This design comes from an exercise in tuning for a short achievable clock period and few clock cycles on the open sky130 flow, not from production work.
Function was checked by simulation only, so behaviour that the tests miss may differ from the original.

==> inputs of trial 71 <==
==> flow/design.v (excerpt) <==
module mips_core
(
	input clk,
	input reset,
	output [31:0] imem_addr,
	input [31:0] imem_data,
	input [3:0] input_register,
	output retire,
	output [31:0] retire_pc,
	output wb_en,
	output [4:0] wb_addr,
	output [31:0] wb_data,
	output mem_we,
	output [4:0] mem_addr,
	output [31:0] mem_wdata,
	output print,
	output [31:0] print_a, print_b, print_c,
	output halted
);
Settings: LEC_CHECK=0, ABC_CLOCK_PERIOD_IN_PS=28000, CAP_MARGIN=20, CORE_MARGIN=2, CORE_UTILIZATION=45, PLACE_DENSITY=0.62, SLEW_MARGIN=20; clock period 150.0 ns.
standard.sh (not shown) runs the stock make flow with config.mk's settings and CLKGATE_MAP_FILE= SYNTH_SCRIPT=/design/flow/synth_recipe.tcl, a recipe that flattens the netlist after the stock synthesis.
==> flow/flow/run.sh <==
#!/bin/bash
# Standard ORFS layout (the standard.sh, unchanged synthesis) with these
# changes to how the layout is made:
#  - port buffers are buf_4 cells rather than the default delay-type buffer;
#  - repair may resize cells to other footprints;
#  - the program-memory pins are kept together on one edge (io_pins.tcl);
#  - before detailed placement, flip-flops that drive only output buffers are
#    moved next to those buffers (pull_out_flops.tcl).
# The whole make output goes to flow_make.log here; ORFS keeps each step's own
# log under orfs/logs/.
set -euo pipefail
export PRE_IO_PLACEMENT_TCL="$(pwd)/flow/io_pins.tcl"
export PRE_DETAIL_PLACE_TCL="$(pwd)/flow/pull_out_flops.tcl"
bash standard.sh \
  SETUP_SLACK_MARGIN=118.8 \
  "BUFFER_PORTS_ARGS=-buffer_cell sky130_fd_sc_hd__buf_4" \
  MATCH_CELL_FOOTPRINT=0 \
  finish > flow_make.log 2>&1
==> flow/flow/io_pins.tcl <==
# Keep the program-memory interface (imem_addr, imem_data), reset and halted
# together on the top edge: the fetch address register and the halted register
# sit between the returning instruction word and the pins they drive.
set names {reset halted}
for {set i 0} {$i < 32} {incr i} {
  lappend names "imem_addr\[$i\]" "imem_data\[$i\]"
}
set_io_pin_constraint -pin_names $names -region top:*
# print_b and mem_wdata carry the same register value: keep each pair together.
for {set i 0} {$i < 32} {incr i} {
  set_io_pin_constraint -group -order -pin_names [list "mem_wdata\[$i\]" "print_b\[$i\]"]
}
==> flow/flow/pull_out_flops.tcl <==
# Output paths: move each flip-flop whose output feeds nothing but output-port
# buffers onto the middle of those buffers; the detailed placement that
# follows makes the placement legal again.
set block [ord::get_db_block]
set moved 0
foreach bterm [$block getBTerms] {
  if {[$bterm getIoType] != "OUTPUT"} { continue }
  set net [$bterm getNet]
  if {$net == "NULL"} { continue }
  set drv ""
  foreach it [$net getITerms] { if {[$it isOutputSignal]} { set drv $it } }
  if {$drv == ""} { continue }
  set buf [$drv getInst]
  set n2 ""
  foreach it [$buf getITerms] { if {[$it isInputSignal]} { set n2 [$it getNet] } }
  if {$n2 == "" || $n2 == "NULL"} { continue }
  set fdrv ""
  set only_bufs 1
  set xs 0
  set ys 0
  set nb 0
  foreach it [$n2 getITerms] {
    if {[$it isOutputSignal]} { set fdrv $it; continue }
    set ld [$it getInst]
    # a load that is not an output-port buffer: leave this flip-flop alone
    set onet ""
    foreach o [$ld getITerms] { if {[$o isOutputSignal]} { set onet [$o getNet] } }
    if {$onet == "" || $onet == "NULL" || [llength [$onet getBTerms]] == 0} { set only_bufs 0; break }
    set l [$ld getLocation]
    set xs [expr {$xs + [lindex $l 0]}]
    set ys [expr {$ys + [lindex $l 1]}]
    incr nb
  }
  if {$fdrv == "" || !$only_bufs || $nb == 0} { continue }
  if {[llength [$n2 getBTerms]] != 0} { continue }
  set ff [$fdrv getInst]
  if {![[$ff getMaster] isSequential]} { continue }
  if {[info exists done([$ff getName])]} { continue }
  set done([$ff getName]) 1
  $ff setLocation [expr {$xs / $nb}] [expr {$ys / $nb}]
  incr moved
}
puts "pull_out_flops: moved $moved flip-flops next to their output buffers"
==> trial 53 (differences from trial 71) <==
--- a/flow/design.v
+++ b/flow/design.v
@@ -416,16 +416,13 @@
 	output print,
 	output [31:0] print_a, print_b, print_c,
 	output halted
 );
 	integer i;
 	reg        rst_q;
-	reg [3:0]  in_q;    
-	reg [31:0] fa;        
-	reg [31:0] pr_e;
-	reg        pr_tk, pr_rt;
+	reg [31:0] pc_f;
 	reg [31:0] regs [0:31];
 	reg [31:0] dmem [0:31];
 	reg [63:0] bp_v, bp_t;
 	reg        x_valid;
 	reg [31:0] x_ir, x_pc;
 	reg        x_bpv, x_bpt;
@@ -459,67 +456,34 @@
 	wire x_div   = x_rtype && x_fn == 6'b011010;
 	wire [31:0] a = regs[x_rs];
 	wire [31:0] b = regs[x_rt];
 	wire [31:0] c = regs[x_rd];
 	localparam DK = 4;
 	localparam DN = 32 / DK;
-	reg  [2:0]    dv_c0;
-	integer ci;
-	always @(*) begin
-		dv_c0 = DN - 1;
-		for (ci = DN - 1; ci >= 0; ci = ci - 1)
-			if ((a >> (32 - DK - DK * ci)) >= b)
-				dv_c0 = ci;
-	end
-	wire [2:0]    dv_cur  = d_act ? d_cnt : dv_c0;
-	wire [31:0]   dv_qin  = d_act ? d_q : 32'b0;
-	wire [31:0]   dv_rin  = d_act ? d_rem : (a >> (32 - DK * dv_c0));
-	wire          dv_nar  = b[31:8] == 24'b0;
-	wire [DK-1:0] dv_bits = a >> (32 - DK - DK * dv_cur);
+	wire [DK-1:0] dv_bits = a >> (32 - DK - DK * d_cnt);
 	reg  [31:0]   dv_r;
 	reg  [32:0]   dv_t;
 	reg  [DK-1:0] dv_q;
 	integer k;
 	always @(*) begin
-		dv_r = dv_rin;
+		dv_r = d_act ? d_rem : 32'b0;
 		for (k = DK - 1; k >= 0; k = k - 1) begin
 			dv_t = {dv_r, dv_bits[k]};
 			if (dv_t >= {1'b0, b}) begin
 				dv_t = dv_t - {1'b0, b};
 				dv_q[k] = 1'b1;
 			end else
 				dv_q[k] = 1'b0;
 			dv_r = dv_t[31:0];
 		end
 	end
-	wire [35:0]     dv_ax   = {a, {DK{1'b0}}};
-	wire [2*DK-1:0] dvn_bits = dv_ax >> (32 - DK - DK * dv_cur);
-	reg  [7:0]      dvn_r;
-	reg  [8:0]      dvn_t;
-	reg  [2*DK-1:0] dvn_q;
-	integer kn;
-	always @(*) begin
-		dvn_r = dv_rin[7:0];
-		for (kn = 2 * DK - 1; kn >= 0; kn = kn - 1) begin
-			dvn_t = {dvn_r, dvn_bits[kn]};
-			if (dvn_t >= {1'b0, b[7:0]}) begin
-				dvn_t = dvn_t - {1'b0, b[7:0]};
-				dvn_q[kn] = 1'b1;
-			end else
-				dvn_q[kn] = 1'b0;
-			dvn_r = dvn_t[7:0];
-		end
-	end
 	wire        dv_zero  = b == 32'b0;
 	wire        dv_fast  = !d_act && (dv_zero || a < b);
-	wire        dv_done  = dv_fast || dv_cur == DN - 1 || (dv_nar && dv_cur == DN - 2);
-	wire [31:0] dv_rnext = dv_nar ? {24'b0, dvn_r} : dv_r;
-	wire [31:0] dv_qnext = dv_nar ? {dv_qin[31-2*DK:0], dvn_q} : {dv_qin[31-DK:0], dv_q};
-	wire [31:0] dv_res   = dv_fast ? {31'b0, dv_zero} :
-	                       (dv_nar && dv_cur == DN - 1) ? {dv_qin[31-DK:0], dvn_q[2*DK-1:DK]} :
-	                       dv_qnext;
+	wire        dv_last  = d_act && d_cnt == DN - 1;
+	wire        dv_done  = dv_fast || dv_last;
+	wire [31:0] dv_res   = dv_fast ? {31'b0, dv_zero} : {d_q[31-DK:0], dv_q};
 	reg [31:0] alu;
 	always @(*) begin
 		case (x_fn)
 			6'b100000: alu = a + b;
 			6'b100010: alu = a - b;
 			6'b100100: alu = a & b;
@@ -540,76 +504,67 @@
 	wire [31:0] pc1   = x_pc + 32'd1;
 	wire [31:0] wdata = x_rtype ? alu :
 	                    x_addi  ? a + x_imm :
 	                    x_li    ? x_imm :
 	                    x_lw    ? mrd :
 	                    x_jal   ? pc1 :
-	                    {28'b0, in_q};
+	                    {28'b0, input_register};
 	wire        eq     = a == b;
 	wire        taken  = (x_beq && eq) || (x_bne && !eq);
 	wire        x_pt   = x_bpv ? x_bpt : x_op[0];    
 	wire [31:0] x_next = x_jr ? a : taken ? x_imm : pc1;
 	wire        x_miss = ((x_beq || x_bne) && taken != x_pt) || (x_jr && a != regs[31]);
-	wire x_halt = x_valid && x_op == 6'b000111;    
-	wire x_busy = x_valid && !x_halt;
+	wire x_busy = x_valid && !h;
 	wire x_go   = x_busy && (!x_div || dv_done);
 	wire stall  = x_busy && x_div && !dv_done;
 	wire redir  = x_go && x_miss;
 	wire x_wr   = x_go && wen;
 	wire [5:0]  f_op    = imem_data[31:26];
 	wire        f_j     = f_op[5:1] == 5'b00001;
 	wire        f_br    = f_op[5:1] == 5'b00010;
 	wire        f_jr    = f_op == 6'b000000 && imem_data[5:0] == 6'b001000;
 	wire        f_pause = f_op == 6'b000111;
-	wire [31:0] pc_f    = rst_q ? 32'b0 :
-	                      pr_tk ? {6'b0, x_ir[25:16] & {10{!x_ir[28]}}, x_ir[15:0]} :
-	                      pr_rt ? regs[31] : pr_e;
 	wire        bpv     = bp_v[pc_f[5:0]] && !rst_q;
 	wire        f_bt    = bpv ? bp_t[pc_f[5:0]] : f_op[0];
 	wire [31:0] r31     = rst_q ? 32'b0 : (x_wr && waddr == 5'd31) ? wdata : regs[31];
 	wire [31:0] f_seq   = pc_f + 32'd1;
-	wire        f_enter = !redir && !stall && !x_halt;
+	wire        f_enter = !redir && !stall && !h;
 	wire [31:0] f_early = redir ? x_next : f_enter ? f_seq : pc_f;
 	wire        f_tk    = f_enter && (f_j || (f_br && f_bt));
 	wire        f_rt    = f_enter && f_jr;
 	wire [31:0] f_tgt   = {6'b0, imem_data[25:16] & {10{!f_op[2]}}, imem_data[15:0]};
-	wire [31:0] f_next  = f_tk ? f_tgt : f_rt ? r31 : f_early;
 	always @(posedge clk) begin
 		rst_q <= reset;
-		in_q  <= input_register;
-		pr_e  <= f_early;
-		pr_tk <= f_tk;
-		pr_rt <= f_rt;
 		if (reset) begin
-			fa      <= 32'b0;
+			pc_f    <= 32'b0;
 			x_valid <= 1'b0;
 			h       <= 1'b0;
 			d_act   <= 1'b0;
 			d_cnt   <= 3'b0;
 		end else begin
-			fa <= f_next;
+			pc_f <= f_tk ? f_tgt : f_rt ? r31 : f_early;
 			if (redir) begin
 				x_valid <= 1'b0;
 			end else if (f_enter) begin
 				x_valid <= 1'b1;
+				h       <= f_pause;
 			end else if (x_go) begin
 				x_valid <= 1'b0;
 			end
-			h     <= f_enter ? f_pause : x_halt;
 			d_act <= stall;
-			d_cnt <= stall ? dv_cur + (dv_nar ? 3'd2 : 3'd1) : 3'd0;
+			d_cnt <= stall ? d_cnt + 3'd1 : 3'd0;
 		end
 		if (f_enter) begin
 			x_ir    <= imem_data;
 			x_pc    <= pc_f;
 			x_bpv   <= bpv;
 			x_bpt   <= bp_t[pc_f[5:0]];
 		end
 		if (stall) begin
-			d_rem <= dv_rnext;
-			d_q   <= dv_qnext;
+			d_rem <= dv_r;
+			d_q   <= {d_q[31-DK:0], dv_q};
 		end
 	end
 	always @(posedge clk) begin
 		if (rst_q) begin
 			for (i = 0; i < 32; i = i + 1)
 				regs[i] <= 32'b0;
@@ -643,13 +598,13 @@
 		t_mem_addr  <= maddr;
 		t_mem_wdata <= b;
 		t_pa        <= a;
 		t_pb        <= b;
 		t_pcc       <= c;
 	end
-	assign imem_addr = fa;
+	assign imem_addr = pc_f;
 	assign retire    = t_retire;
 	assign retire_pc = t_pc;
 	assign wb_en     = t_wb_en;
 	assign wb_addr   = t_wb_addr;
 	assign wb_data   = t_wb_data;
 	assign mem_we    = t_mem_we;
==> flow/flow/run.sh (replaced) <==
#!/bin/bash
# Standard ORFS layout (the standard.sh, unchanged synthesis) with these
# changes to how the layout is made:
#  - port buffers are buf_4 cells rather than the default delay-type buffer;
#  - repair may resize cells to other footprints.
# The whole make output goes to flow_make.log here; ORFS keeps each step's own
# log under orfs/logs/.
set -euo pipefail
bash standard.sh \
  SETUP_SLACK_MARGIN=118.8 \
  "BUFFER_PORTS_ARGS=-buffer_cell sky130_fd_sc_hd__buf_4" \
  MATCH_CELL_FOOTPRINT=0 \
  finish > flow_make.log 2>&1
--- a/flow/config.mk
+++ b/flow/config.mk
@@ -5,9 +5,9 @@
 export SDC_FILE = /design/flow/constraint.sdc
 export NUM_CORES = 4
 export LEC_CHECK = 0
 export ABC_CLOCK_PERIOD_IN_PS = 28000
 export CAP_MARGIN = 20
 export CORE_MARGIN = 2
-export CORE_UTILIZATION = 45
-export PLACE_DENSITY = 0.62
+export CORE_UTILIZATION = 40
+export PLACE_DENSITY = 0.6
 export SLEW_MARGIN = 20
removed: flow/flow/io_pins.tcl
removed: flow/flow/pull_out_flops.tcl
==> summary of the runs <==
- Trial 71 ran to the end with no violations. Trial 53 produced a clean layout.
- In trial 53 the flip-flop and latch count is lower than in trial 71, by 38.
- Clock skew: trial 53 is higher than trial 71 (0.00080 ns).
- In trial 71 the via count is larger than in trial 53, by about 7%.
- Against trial 53, the routed wire length of trial 71 is larger by 2.9%.
- Between trial 53 and trial 71, the lower fmax is in trial 53 (gap about 0.3%, measured against trial 71).
- Of trial 71 and trial 53, trial 71 has the higher non-clock buffer count (gap 4).
- In trial 53 the worst hold slack is worse than in trial 71, by 0.013 ns.
- In trial 71 the synthesized cell count is larger than in trial 53, by about 7%.
- In trial 71 the critical path depth is lower than in trial 53, by 1.
Testbench counts of trial 71, summed over its fixed seeds: cycles 37,153.
Testbench counts of trial 53, summed over its fixed seeds: cycles 37,371.

========
==> inputs of run a <==
mips_core, a different RTL version from the one above (not shown whole).
==> flow/config.mk <==
export PLATFORM = sky130hd
export DESIGN_NAME = mips_core
export DESIGN_NICKNAME = mips_core
export VERILOG_FILES = /design/flow/design.v
export SDC_FILE = /design/flow/constraint.sdc
export NUM_CORES = 4
export LEC_CHECK = 0
export ABC_CLOCK_PERIOD_IN_PS = 28000
export CAP_MARGIN = 20
export CORE_MARGIN = 2
export CORE_UTILIZATION = 40
export PLACE_DENSITY = 0.6
export SLEW_MARGIN = 20
==> flow/constraint.sdc <==
create_clock -name core_clock -period 150.0 [get_ports {clk}]
set_input_delay 30.0000 -clock core_clock [delete_from_list [all_inputs] [get_ports {clk}]]
set_output_delay 30.0000 -clock core_clock [all_outputs]
set_load 0.01 [all_outputs]
==> flow/flow/run.sh <==
#!/bin/bash
# Standard ORFS layout (the standard.sh, unchanged synthesis) with these
# changes to how the layout is made:
#  - port buffers are buf_4 cells rather than the default delay-type buffer;
#  - repair may resize cells to other footprints.
# The whole make output goes to flow_make.log here; ORFS keeps each step's own
# log under orfs/logs/.
set -euo pipefail
bash standard.sh \
  SETUP_SLACK_MARGIN=118.8 \
  "BUFFER_PORTS_ARGS=-buffer_cell sky130_fd_sc_hd__buf_4" \
  MATCH_CELL_FOOTPRINT=0 \
  finish > flow_make.log 2>&1
==> run b: changes against run a <==
--- a/flow/design.v
+++ b/flow/design.v
@@ -417,13 +417,15 @@
 	output [31:0] print_a, print_b, print_c,
 	output halted
 );
 	integer i;
 	reg        rst_q;
 	reg [3:0]  in_q;    
-	reg [31:0] pc_f;
+	reg [31:0] fa;        
+	reg [31:0] pr_e;
+	reg        pr_tk, pr_rt;
 	reg [31:0] regs [0:31];
 	reg [31:0] dmem [0:31];
 	reg [63:0] bp_v, bp_t;
 	reg        x_valid;
 	reg [31:0] x_ir, x_pc;
 	reg        x_bpv, x_bpt;
@@ -520,42 +522,50 @@
 	                    {28'b0, in_q};
 	wire        eq     = a == b;
 	wire        taken  = (x_beq && eq) || (x_bne && !eq);
 	wire        x_pt   = x_bpv ? x_bpt : x_op[0];    
 	wire [31:0] x_next = x_jr ? a : taken ? x_imm : pc1;
 	wire        x_miss = ((x_beq || x_bne) && taken != x_pt) || (x_jr && a != regs[31]);
-	wire x_busy = x_valid && !h;
+	wire x_halt = x_valid && x_op == 6'b000111;    
+	wire x_busy = x_valid && !x_halt;
 	wire x_go   = x_busy && (!x_div || dv_done);
 	wire stall  = x_busy && x_div && !dv_done;
 	wire redir  = x_go && x_miss;
 	wire x_wr   = x_go && wen;
 	wire [5:0]  f_op    = imem_data[31:26];
 	wire        f_j     = f_op[5:1] == 5'b00001;
 	wire        f_br    = f_op[5:1] == 5'b00010;
 	wire        f_jr    = f_op == 6'b000000 && imem_data[5:0] == 6'b001000;
 	wire        f_pause = f_op == 6'b000111;
+	wire [31:0] pc_f    = rst_q ? 32'b0 :
+	                      pr_tk ? {6'b0, x_ir[25:16] & {10{!x_ir[28]}}, x_ir[15:0]} :
+	                      pr_rt ? regs[31] : pr_e;
 	wire        bpv     = bp_v[pc_f[5:0]] && !rst_q;
 	wire        f_bt    = bpv ? bp_t[pc_f[5:0]] : f_op[0];
 	wire [31:0] r31     = rst_q ? 32'b0 : (x_wr && waddr == 5'd31) ? wdata : regs[31];
 	wire [31:0] f_seq   = pc_f + 32'd1;
-	wire        f_enter = !redir && !stall && !h;
+	wire        f_enter = !redir && !stall && !x_halt;
 	wire [31:0] f_early = redir ? x_next : f_enter ? f_seq : pc_f;
 	wire        f_tk    = f_enter && (f_j || (f_br && f_bt));
 	wire        f_rt    = f_enter && f_jr;
 	wire [31:0] f_tgt   = {6'b0, imem_data[25:16] & {10{!f_op[2]}}, imem_data[15:0]};
+	wire [31:0] f_next  = f_tk ? f_tgt : f_rt ? r31 : f_early;
 	always @(posedge clk) begin
 		rst_q <= reset;
 		in_q  <= input_register;
+		pr_e  <= f_early;
+		pr_tk <= f_tk;
+		pr_rt <= f_rt;
 		if (reset) begin
-			pc_f    <= 32'b0;
+			fa      <= 32'b0;
 			x_valid <= 1'b0;
 			h       <= 1'b0;
 			d_act   <= 1'b0;
 			d_cnt   <= 3'b0;
 		end else begin
-			pc_f <= f_tk ? f_tgt : f_rt ? r31 : f_early;
+			fa <= f_next;
 			if (redir) begin
 				x_valid <= 1'b0;
 			end else if (f_enter) begin
 				x_valid <= 1'b1;
 				h       <= f_pause;
 			end else if (x_go) begin
@@ -609,13 +619,13 @@
 		t_mem_addr  <= maddr;
 		t_mem_wdata <= b;
 		t_pa        <= a;
 		t_pb        <= b;
 		t_pcc       <= c;
 	end
-	assign imem_addr = pc_f;
+	assign imem_addr = fa;
 	assign retire    = t_retire;
 	assign retire_pc = t_pc;
 	assign wb_en     = t_wb_en;
 	assign wb_addr   = t_wb_addr;
 	assign wb_data   = t_wb_data;
 	assign mem_we    = t_mem_we;
==> flow/flow/run.sh (replaced) <==
#!/bin/bash
# Standard ORFS layout (the standard.sh, unchanged synthesis) with these
# changes to how the layout is made:
#  - port buffers are buf_4 cells rather than the default delay-type buffer;
#  - repair may resize cells to other footprints;
#  - the program-memory pins are kept together on one edge (io_pins.tcl);
#  - before detailed placement, flip-flops that drive only output buffers are
#    moved next to those buffers (pull_out_flops.tcl).
# The whole make output goes to flow_make.log here; ORFS keeps each step's own
# log under orfs/logs/.
set -euo pipefail
export PRE_IO_PLACEMENT_TCL="$(pwd)/flow/io_pins.tcl"
export PRE_DETAIL_PLACE_TCL="$(pwd)/flow/pull_out_flops.tcl"
bash standard.sh \
  SETUP_SLACK_MARGIN=118.8 \
  "BUFFER_PORTS_ARGS=-buffer_cell sky130_fd_sc_hd__buf_4" \
  MATCH_CELL_FOOTPRINT=0 \
  finish > flow_make.log 2>&1
==> flow/flow/io_pins.tcl (new file) <==
# Keep the program-memory interface (imem_addr, imem_data) and reset together
# on the top edge: the fetch address register sits between the returning
# instruction word and the address it drives.
set names {reset}
for {set i 0} {$i < 32} {incr i} {
  lappend names "imem_addr\[$i\]" "imem_data\[$i\]"
}
set_io_pin_constraint -pin_names $names -region top:*
==> flow/flow/pull_out_flops.tcl (new file) <==
# Output paths: move each flip-flop whose output feeds nothing but output-port
# buffers onto the middle of those buffers; the detailed placement that
# follows makes the placement legal again.
set block [ord::get_db_block]
set moved 0
foreach bterm [$block getBTerms] {
  if {[$bterm getIoType] != "OUTPUT"} { continue }
  set net [$bterm getNet]
  if {$net == "NULL"} { continue }
  set drv ""
  foreach it [$net getITerms] { if {[$it isOutputSignal]} { set drv $it } }
  if {$drv == ""} { continue }
  set buf [$drv getInst]
  set n2 ""
  foreach it [$buf getITerms] { if {[$it isInputSignal]} { set n2 [$it getNet] } }
  if {$n2 == "" || $n2 == "NULL"} { continue }
  set fdrv ""
  set only_bufs 1
  set xs 0
  set ys 0
  set nb 0
  foreach it [$n2 getITerms] {
    if {[$it isOutputSignal]} { set fdrv $it; continue }
    set ld [$it getInst]
    # a load that is not an output-port buffer: leave this flip-flop alone
    set onet ""
    foreach o [$ld getITerms] { if {[$o isOutputSignal]} { set onet [$o getNet] } }
    if {$onet == "" || $onet == "NULL" || [llength [$onet getBTerms]] == 0} { set only_bufs 0; break }
    set l [$ld getLocation]
    set xs [expr {$xs + [lindex $l 0]}]
    set ys [expr {$ys + [lindex $l 1]}]
    incr nb
  }
  if {$fdrv == "" || !$only_bufs || $nb == 0} { continue }
  if {[llength [$n2 getBTerms]] != 0} { continue }
  set ff [$fdrv getInst]
  if {![[$ff getMaster] isSequential]} { continue }
  if {[info exists done([$ff getName])]} { continue }
  set done([$ff getName]) 1
  $ff setLocation [expr {$xs / $nb}] [expr {$ys / $nb}]
  incr moved
}
puts "pull_out_flops: moved $moved flip-flops next to their output buffers"
- CORE_UTILIZATION: 40 -> 60
- PLACE_DENSITY: 0.6 -> 0.72
==> run c: changes against run a <==
--- a/flow/design.v
+++ b/flow/design.v
@@ -417,13 +417,15 @@
 	output [31:0] print_a, print_b, print_c,
 	output halted
 );
 	integer i;
 	reg        rst_q;
 	reg [3:0]  in_q;    
-	reg [31:0] pc_f;
+	reg [31:0] fa;        
+	reg [31:0] pr_e;
+	reg        pr_tk, pr_rt;
 	reg [31:0] regs [0:31];
 	reg [31:0] dmem [0:31];
 	reg [63:0] bp_v, bp_t;
 	reg        x_valid;
 	reg [31:0] x_ir, x_pc;
 	reg        x_bpv, x_bpt;
@@ -466,34 +468,58 @@
 		dv_c0 = DN - 1;
 		for (ci = DN - 1; ci >= 0; ci = ci - 1)
 			if ((a >> (32 - DK - DK * ci)) >= b)
 				dv_c0 = ci;
 	end
 	wire [2:0]    dv_cur  = d_act ? d_cnt : dv_c0;
-	wire [DK-1:0] dv_bits = a >> (32 - DK - DK * dv_cur);
 	wire [31:0]   dv_qin  = d_act ? d_q : 32'b0;
+	wire [31:0]   dv_rin  = d_act ? d_rem : (a >> (32 - DK * dv_c0));
+	wire          dv_nar  = b[31:8] == 24'b0;
+	wire [DK-1:0] dv_bits = a >> (32 - DK - DK * dv_cur);
 	reg  [31:0]   dv_r;
 	reg  [32:0]   dv_t;
 	reg  [DK-1:0] dv_q;
 	integer k;
 	always @(*) begin
-		dv_r = d_act ? d_rem : (a >> (32 - DK * dv_c0));
+		dv_r = dv_rin;
 		for (k = DK - 1; k >= 0; k = k - 1) begin
 			dv_t = {dv_r, dv_bits[k]};
 			if (dv_t >= {1'b0, b}) begin
 				dv_t = dv_t - {1'b0, b};
 				dv_q[k] = 1'b1;
 			end else
 				dv_q[k] = 1'b0;
 			dv_r = dv_t[31:0];
 		end
 	end
+	wire [35:0]     dv_ax   = {a, {DK{1'b0}}};
+	wire [2*DK-1:0] dvn_bits = dv_ax >> (32 - DK - DK * dv_cur);
+	reg  [7:0]      dvn_r;
+	reg  [8:0]      dvn_t;
+	reg  [2*DK-1:0] dvn_q;
+	integer kn;
+	always @(*) begin
+		dvn_r = dv_rin[7:0];
+		for (kn = 2 * DK - 1; kn >= 0; kn = kn - 1) begin
+			dvn_t = {dvn_r, dvn_bits[kn]};
+			if (dvn_t >= {1'b0, b[7:0]}) begin
+				dvn_t = dvn_t - {1'b0, b[7:0]};
+				dvn_q[kn] = 1'b1;
+			end else
+				dvn_q[kn] = 1'b0;
+			dvn_r = dvn_t[7:0];
+		end
+	end
 	wire        dv_zero  = b == 32'b0;
 	wire        dv_fast  = !d_act && (dv_zero || a < b);
-	wire        dv_done  = dv_fast || dv_cur == DN - 1;
-	wire [31:0] dv_res   = dv_fast ? {31'b0, dv_zero} : {dv_qin[31-DK:0], dv_q};
+	wire        dv_done  = dv_fast || dv_cur == DN - 1 || (dv_nar && dv_cur == DN - 2);
+	wire [31:0] dv_rnext = dv_nar ? {24'b0, dvn_r} : dv_r;
+	wire [31:0] dv_qnext = dv_nar ? {dv_qin[31-2*DK:0], dvn_q} : {dv_qin[31-DK:0], dv_q};
+	wire [31:0] dv_res   = dv_fast ? {31'b0, dv_zero} :
+	                       (dv_nar && dv_cur == DN - 1) ? {dv_qin[31-DK:0], dvn_q[2*DK-1:DK]} :
+	                       dv_qnext;
 	reg [31:0] alu;
 	always @(*) begin
 		case (x_fn)
 			6'b100000: alu = a + b;
 			6'b100010: alu = a - b;
 			6'b100100: alu = a & b;
@@ -520,62 +546,70 @@
 	                    {28'b0, in_q};
 	wire        eq     = a == b;
 	wire        taken  = (x_beq && eq) || (x_bne && !eq);
 	wire        x_pt   = x_bpv ? x_bpt : x_op[0];    
 	wire [31:0] x_next = x_jr ? a : taken ? x_imm : pc1;
 	wire        x_miss = ((x_beq || x_bne) && taken != x_pt) || (x_jr && a != regs[31]);
-	wire x_busy = x_valid && !h;
+	wire x_halt = x_valid && x_op == 6'b000111;    
+	wire x_busy = x_valid && !x_halt;
 	wire x_go   = x_busy && (!x_div || dv_done);
 	wire stall  = x_busy && x_div && !dv_done;
 	wire redir  = x_go && x_miss;
 	wire x_wr   = x_go && wen;
 	wire [5:0]  f_op    = imem_data[31:26];
 	wire        f_j     = f_op[5:1] == 5'b00001;
 	wire        f_br    = f_op[5:1] == 5'b00010;
 	wire        f_jr    = f_op == 6'b000000 && imem_data[5:0] == 6'b001000;
 	wire        f_pause = f_op == 6'b000111;
+	wire [31:0] pc_f    = rst_q ? 32'b0 :
+	                      pr_tk ? {6'b0, x_ir[25:16] & {10{!x_ir[28]}}, x_ir[15:0]} :
+	                      pr_rt ? regs[31] : pr_e;
 	wire        bpv     = bp_v[pc_f[5:0]] && !rst_q;
 	wire        f_bt    = bpv ? bp_t[pc_f[5:0]] : f_op[0];
 	wire [31:0] r31     = rst_q ? 32'b0 : (x_wr && waddr == 5'd31) ? wdata : regs[31];
 	wire [31:0] f_seq   = pc_f + 32'd1;
-	wire        f_enter = !redir && !stall && !h;
+	wire        f_enter = !redir && !stall && !x_halt;
 	wire [31:0] f_early = redir ? x_next : f_enter ? f_seq : pc_f;
 	wire        f_tk    = f_enter && (f_j || (f_br && f_bt));
 	wire        f_rt    = f_enter && f_jr;
 	wire [31:0] f_tgt   = {6'b0, imem_data[25:16] & {10{!f_op[2]}}, imem_data[15:0]};
+	wire [31:0] f_next  = f_tk ? f_tgt : f_rt ? r31 : f_early;
 	always @(posedge clk) begin
 		rst_q <= reset;
 		in_q  <= input_register;
+		pr_e  <= f_early;
+		pr_tk <= f_tk;
+		pr_rt <= f_rt;
 		if (reset) begin
-			pc_f    <= 32'b0;
+			fa      <= 32'b0;
 			x_valid <= 1'b0;
 			h       <= 1'b0;
 			d_act   <= 1'b0;
 			d_cnt   <= 3'b0;
 		end else begin
-			pc_f <= f_tk ? f_tgt : f_rt ? r31 : f_early;
+			fa <= f_next;
 			if (redir) begin
 				x_valid <= 1'b0;
 			end else if (f_enter) begin
 				x_valid <= 1'b1;
-				h       <= f_pause;
 			end else if (x_go) begin
 				x_valid <= 1'b0;
 			end
+			h     <= f_enter ? f_pause : x_halt;
 			d_act <= stall;
-			d_cnt <= stall ? dv_cur + 3'd1 : 3'd0;
+			d_cnt <= stall ? dv_cur + (dv_nar ? 3'd2 : 3'd1) : 3'd0;
 		end
 		if (f_enter) begin
 			x_ir    <= imem_data;
 			x_pc    <= pc_f;
 			x_bpv   <= bpv;
 			x_bpt   <= bp_t[pc_f[5:0]];
 		end
 		if (stall) begin
-			d_rem <= dv_r;
-			d_q   <= {dv_qin[31-DK:0], dv_q};
+			d_rem <= dv_rnext;
+			d_q   <= dv_qnext;
 		end
 	end
 	always @(posedge clk) begin
 		if (rst_q) begin
 			for (i = 0; i < 32; i = i + 1)
 				regs[i] <= 32'b0;
@@ -606,16 +640,16 @@
 		t_pc        <= x_pc;
 		t_wb_addr   <= waddr;
 		t_wb_data   <= wdata;
 		t_mem_addr  <= maddr;
 		t_mem_wdata <= b;
 		t_pa        <= a;
-		t_pb        <= b;
+		t_pb        <= x_prn ? b : 32'b0;
 		t_pcc       <= c;
 	end
-	assign imem_addr = pc_f;
+	assign imem_addr = fa;
 	assign retire    = t_retire;
 	assign retire_pc = t_pc;
 	assign wb_en     = t_wb_en;
 	assign wb_addr   = t_wb_addr;
 	assign wb_data   = t_wb_data;
 	assign mem_we    = t_mem_we;
==> flow/flow/run.sh (replaced) <==
#!/bin/bash
# Standard ORFS layout (the standard.sh, unchanged synthesis) with these
# changes to how the layout is made:
#  - port buffers are buf_4 cells rather than the default delay-type buffer;
#  - repair may resize cells to other footprints;
#  - the program-memory pins are kept together on one edge (io_pins.tcl);
#  - before detailed placement, flip-flops that drive only output buffers are
#    moved next to those buffers (pull_out_flops.tcl).
# The whole make output goes to flow_make.log here; ORFS keeps each step's own
# log under orfs/logs/.
set -euo pipefail
export PRE_IO_PLACEMENT_TCL="$(pwd)/flow/io_pins.tcl"
export PRE_DETAIL_PLACE_TCL="$(pwd)/flow/pull_out_flops.tcl"
bash standard.sh \
  SETUP_SLACK_MARGIN=118.8 \
  "BUFFER_PORTS_ARGS=-buffer_cell sky130_fd_sc_hd__buf_4" \
  MATCH_CELL_FOOTPRINT=0 \
  finish > flow_make.log 2>&1
==> flow/flow/io_pins.tcl (new file) <==
# Keep the program-memory interface (imem_addr, imem_data), reset and halted
# together on the top edge: the fetch address register and the halted register
# sit between the returning instruction word and the pins they drive.
set names {reset halted}
for {set i 0} {$i < 32} {incr i} {
  lappend names "imem_addr\[$i\]" "imem_data\[$i\]"
}
set_io_pin_constraint -pin_names $names -region top:*
==> flow/flow/pull_out_flops.tcl (new file) <==
# Output paths: move each flip-flop whose output feeds nothing but output-port
# buffers onto the middle of those buffers; the detailed placement that
# follows makes the placement legal again.
set block [ord::get_db_block]
set moved 0
foreach bterm [$block getBTerms] {
  if {[$bterm getIoType] != "OUTPUT"} { continue }
  set net [$bterm getNet]
  if {$net == "NULL"} { continue }
  set drv ""
  foreach it [$net getITerms] { if {[$it isOutputSignal]} { set drv $it } }
  if {$drv == ""} { continue }
  set buf [$drv getInst]
  set n2 ""
  foreach it [$buf getITerms] { if {[$it isInputSignal]} { set n2 [$it getNet] } }
  if {$n2 == "" || $n2 == "NULL"} { continue }
  set fdrv ""
  set only_bufs 1
  set xs 0
  set ys 0
  set nb 0
  foreach it [$n2 getITerms] {
    if {[$it isOutputSignal]} { set fdrv $it; continue }
    set ld [$it getInst]
    # a load that is not an output-port buffer: leave this flip-flop alone
    set onet ""
    foreach o [$ld getITerms] { if {[$o isOutputSignal]} { set onet [$o getNet] } }
    if {$onet == "" || $onet == "NULL" || [llength [$onet getBTerms]] == 0} { set only_bufs 0; break }
    set l [$ld getLocation]
    set xs [expr {$xs + [lindex $l 0]}]
    set ys [expr {$ys + [lindex $l 1]}]
    incr nb
  }
  if {$fdrv == "" || !$only_bufs || $nb == 0} { continue }
  if {[llength [$n2 getBTerms]] != 0} { continue }
  set ff [$fdrv getInst]
  if {![[$ff getMaster] isSequential]} { continue }
  if {[info exists done([$ff getName])]} { continue }
  set done([$ff getName]) 1
  $ff setLocation [expr {$xs / $nb}] [expr {$ys / $nb}]
  incr moved
}
puts "pull_out_flops: moved $moved flip-flops next to their output buffers"
- CORE_UTILIZATION: 40 -> 45
- PLACE_DENSITY: 0.6 -> 0.62
==> summary of the runs <==
The lowest synthesized cell count belongs to run a, the highest to run c. Count of clock-buffer cells in the layout: run a < run b < run c. The lowest clock skew belongs to run b, the highest to run a. Global-route usage, lowest first: run a, run c, run b. Against run a, the non-clock buffer count of run c is higher by 9. Wire length, lowest first: run a, run c, run b.
Testbench counts of run a, summed over its fixed seeds: cycles 37,245.
Testbench counts of run b, summed over its fixed seeds: cycles 37,245.
Testbench counts of run c, summed over its fixed seeds: cycles 37,153.

-- port drivers added, routing unchanged --
Ports are ideal in the flow. The routed layouts listed here were re-timed in OpenROAD.
Step 1: set_driving_cell puts a clkbuf_16 on clk and a buf_2 on each other input, an assumption about the parent block.
Step 2 adds t to the input delays and takes it off the output delays; t is the mean of the earliest and latest rising clock arrival at the registers after step 1. Input paths then give back, and output paths get back, about the clock's delay inside the block.
a / b / c = no drivers / after step 1 / after step 2; a / b = the first two.
run | t, ns | setup WS [ns] | worst setup path after step 2 | worst register clock-pin slew, ns | worst slew at a driven data input, ns
trial 71 | 1.070 | 118.569 / 118.444 / 117.478 | input to register | 0.07 / 0.07 | 0.23
trial 53 | 1.067 | 118.469 / 118.353 / 117.837 | input to register | 0.07 / 0.07 | 0.25
run a | 1.062 | 118.408 / 118.289 / 117.736 | input to register | 0.09 / 0.09 | 0.43
run b | 1.071 | 118.468 / 118.345 / 117.822 | input to register | 0.07 / 0.07 | 0.06
run c | 1.078 | 118.545 / 118.422 / 117.622 | input to register | 0.07 / 0.07 | 0.18
After both steps setup and hold are still met in every run listed. The setup slack of trial 71, which loses most, moves by -0.125 ns with the drivers and by -1.091 ns with both steps.
